This design comes from an exercise in tuning for small area and a short achievable clock period on the open sky130 flow, not from production work. Only simulation tests tie the RTL to the original design; equivalence was not proved.

== run 1 ==
## ROTATING_VECTORING
module ROTATING_VECTORING(clk,xi,yi,xf,yf);
 input clk;
 input [15:0] xi,yi;
 output [15:0] xf,yf;
  reg [15:0] a0, b0, d0;    
  reg        n0;            
  wire [15:0] a0n, b0n, d0n;
  addc0 u_b0(.a(xi), .b(yi), .ci(1'b0), .s(b0n));
  sub01 u_a0(.a(xi), .b(yi), .s0(d0n), .s1(a0n));
  always @(posedge clk) begin
    a0 <= a0n; b0 <= b0n; d0 <= d0n; n0 <= yi[15];
  end
  wire [15:0] c0 = ~d0;     
  wire [15:0] vx0 = n0 ? a0 : b0;
  wire [15:0] vy0 = n0 ? b0 : c0;
  reg [15:0] vx1r, vy1r;
  wire [15:0] vx1n_op = {{1{vy0[15]}}, vy0[15:1]} ^ {16{~(~vy0[15])}};
  wire [15:0] vy1n_op = {{1{vx0[15]}}, vx0[15:1]} ^ {16{~vy0[15]}};
  wire vx1n_ci = (vy0[15] & (|vy0[0:0])) ^ ~(~vy0[15]);
  wire vy1n_ci = (vx0[15] & (|vx0[0:0])) ^ (~vy0[15]);
  wire [15:0] vx1n_a = vx0;
  wire [15:0] vx1n_b = vx1n_op;
  wire [16:0] vx1n_g0 = {vx1n_a & vx1n_b, vx1n_ci};
  wire [16:0] vx1n_p0 = {vx1n_a ^ vx1n_b, 1'b0};
  wire [16:0] vx1n_g1, vx1n_p1;
  assign vx1n_g1[0] = vx1n_g0[0];
  assign vx1n_p1[0] = vx1n_p0[0];
  assign vx1n_g1[1] = vx1n_g0[1] | (vx1n_p0[1] & vx1n_g0[0]);
  assign vx1n_p1[1] = vx1n_p0[1] & vx1n_p0[0];
  assign vx1n_g1[2] = vx1n_g0[2];
  assign vx1n_p1[2] = vx1n_p0[2];
  assign vx1n_g1[3] = vx1n_g0[3] | (vx1n_p0[3] & vx1n_g0[2]);
  assign vx1n_p1[3] = vx1n_p0[3] & vx1n_p0[2];
  assign vx1n_g1[4] = vx1n_g0[4];
  assign vx1n_p1[4] = vx1n_p0[4];
  assign vx1n_g1[5] = vx1n_g0[5] | (vx1n_p0[5] & vx1n_g0[4]);
  ...
For scale: about 3800 cells after synthesis, about 490 flip-flops, roughly 35000 um2 of cells after synthesis.
==> flow/config.mk <==
export PLATFORM = sky130hd
export DESIGN_NAME = ROTATING_VECTORING
export DESIGN_NICKNAME = ROTATING_VECTORING
export VERILOG_FILES = /design/flow/design.v
export SDC_FILE = /design/flow/constraint.sdc
export NUM_CORES = 4
export LEC_CHECK = 0
export CAP_MARGIN = 20
export CORE_MARGIN = 2
export CORE_UTILIZATION = 60
export PLACE_DENSITY = 0.75
export SLEW_MARGIN = 20
export SYNTH_HIERARCHICAL = 1
==> flow/constraint.sdc <==
create_clock -name core_clock -period 12.0 [get_ports {clk}]
set_input_delay 2.4000 -clock core_clock [delete_from_list [all_inputs] [get_ports {clk}]]
set_output_delay 2.4000 -clock core_clock [all_outputs]
set_load 0.01 [all_outputs]
standard.sh (not shown) runs the stock make flow with config.mk's settings and CLKGATE_MAP_FILE= SYNTH_SCRIPT=/design/flow/synth_recipe.tcl, a recipe that flattens the netlist after the stock synthesis.
==> flow/flow/run.sh <==
#!/bin/bash
# Own layout flow: the standard ORFS flow (standard.sh, unchanged synthesis),
# with these changes to how the layout is made:
#  - every port still gets a buffer, a buf_2 instead of the default delay buffer;
#  - clock tree: no dummy loads, clusters of up to 12 flip-flops, a clkbuf_16 root
#    and clkbuf_4/8 elsewhere (one balanced tree for all registers).
# The make output goes to standard_flow.log, each tool's log to orfs/logs/.
set -euo pipefail
export SETUP_SLACK_MARGIN=8.6
export BUFFER_PORTS_ARGS="-buffer_cell sky130_fd_sc_hd__buf_2"
export CTS_ARGS="-sink_clustering_enable -repair_clock_nets -dont_use_dummy_load -root_buf sky130_fd_sc_hd__clkbuf_16 -sink_clustering_size 12 -sink_clustering_max_diameter 50 -buf_list {sky130_fd_sc_hd__clkbuf_4 sky130_fd_sc_hd__clkbuf_8}"
bash standard.sh > standard_flow.log 2>&1
Relative to run 1, the following input files were edited for run 2:
Settings: CORE_UTILIZATION changed from 60 to 40.
==> flow/flow/run.sh <==
#!/bin/bash
# Own layout flow: the standard ORFS flow, with timing repair aimed at a
# slack margin below the clock period and stronger port buffers.
set -euo pipefail
export SETUP_SLACK_MARGIN=8.6
export BUFFER_PORTS_ARGS="-buffer_cell sky130_fd_sc_hd__buf_2"
export CTS_ARGS="-sink_clustering_enable -repair_clock_nets -dont_use_dummy_load -sink_clustering_size 12 -sink_clustering_max_diameter 50 -buf_list {sky130_fd_sc_hd__clkbuf_4 sky130_fd_sc_hd__clkbuf_8}"
bash standard.sh > standard_flow.log 2>&1
[summary]
Clock buffer instance count of the final layout: run 2 > run 1. Run 2 reports its startpoint-to-endpoint class of the critical path as reg2out while run 1 reports in2reg. Looking at termination of the worst setup path, the b0[15] result is from run 1; the yf[8] one comes from run 2. Diff run 1 -> run 2: global-route wire length before repair rose about 2%; worst setup margin lower; die area +about 50%; routed wire length now larger.
> inputs changed (run 2 -> run 3)
Settings: PLACE_DENSITY changed from 0.75 to 0.85; CORE_UTILIZATION changed from 40 to 50.
==> flow/flow/run.sh <==
#!/bin/bash
# Own layout flow: the standard ORFS flow (standard.sh, unchanged synthesis),
# with these changes to how the layout is made:
#  - every port still gets a buffer, a buf_2 instead of the default delay buffer;
#  - clock tree: no dummy loads, clusters of up to 12 flip-flops, a clkbuf_16 root
#    and clkbuf_4/8 elsewhere (one balanced tree for all registers).
# The make output goes to standard_flow.log, each tool's log to orfs/logs/.
set -euo pipefail
export SETUP_SLACK_MARGIN=8.6
export BUFFER_PORTS_ARGS="-buffer_cell sky130_fd_sc_hd__buf_2"
export CTS_ARGS="-sink_clustering_enable -repair_clock_nets -dont_use_dummy_load -root_buf sky130_fd_sc_hd__clkbuf_16 -sink_clustering_size 12 -sink_clustering_max_diameter 50 -buf_list {sky130_fd_sc_hd__clkbuf_4 sky130_fd_sc_hd__clkbuf_8}"
bash standard.sh > standard_flow.log 2>&1
==> summary.txt <==
Looking at minimum hold slack across both flows, run 3 is the weaker of the two, with run 2 ahead. Routed wire in run 3 totals more than in run 2. The total global routing track utilization number comes out higher for run 3 vs run 2. On delay contributed by the slowest stage of the critical path, the higher figure sits with run 3, not run 2. Initial core utilization (lower): run 2. Total half-perimeter wirelength after legalization and detailed placement was higher in run 2 than in run 3. For run 3, the destination of the critical timing path was b0[9], unlike run 2, where it was yf[8]. In run 3, maximum frequency is higher than in run 2.
Input changes introduced in run 4 (baseline for comparison: run 3):
Settings: swapping 50 for 33 in CORE_UTILIZATION; swapping 0.85 for 0.75 in PLACE_DENSITY.
Results
Achievable clock frequency: run 4 vs run 3, no meaningful difference. Run 4 ends up with higher share of cells above drive strength 1 than run 3 does. Delta (run 4 minus run 3): sequential share of layout area shrank by 0.61 points, detailed-route wire length now larger. Run 4 closes out successfully: all stages finished, all timing, DRC and antenna checks passed. There was hardly any difference in post-route setup TNS between run 3 and run 4. When run 4 is measured against run 3, its via count turns out 0.54% lower.

[static timing again, ports no longer ideal]
Ports are ideal in the flow. The routed layouts listed here were re-timed in OpenROAD.
Step 1 (the two cells are an assumption about what drives the block):
set clk [get_ports {clk}]
set_driving_cell -lib_cell sky130_fd_sc_hd__clkbuf_16 $clk
set_driving_cell -lib_cell sky130_fd_sc_hd__buf_2 [delete_from_list [all_inputs] $clk]
Step 2, shift: input delay + t, output delay - t, t = (earliest + latest rising clock arrival at the registers) / 2. This alone moves slack from input paths to output paths.
Slacks: no drivers / after step 1 / after step 2; pairs: no drivers / after step 1.
| run | t (ns) | setup slack, ns | slew at the worst register clock pin (ns) | cell pins on the clock port's net |
|---|---|---|---|---|
| run 1 | 0.612 | 8.596 / 8.539 / 8.009 | 0.08 / 0.08 | 1 |
| run 2 | 0.694 | 8.497 / 8.438 / 7.995 | 0.08 / 0.08 | 1 |
| run 3 | 0.603 | 8.535 / 8.527 / 7.973 | 0.09 / 0.09 | 1 |
| run 4 | 0.605 | 8.543 / 8.518 / 7.964 | 0.08 / 0.08 | 1 |
After both steps every run listed still meets setup and hold. The setup slack of run 1, which loses most, moves by -0.057 ns with the drivers and by -0.587 ns with both steps.
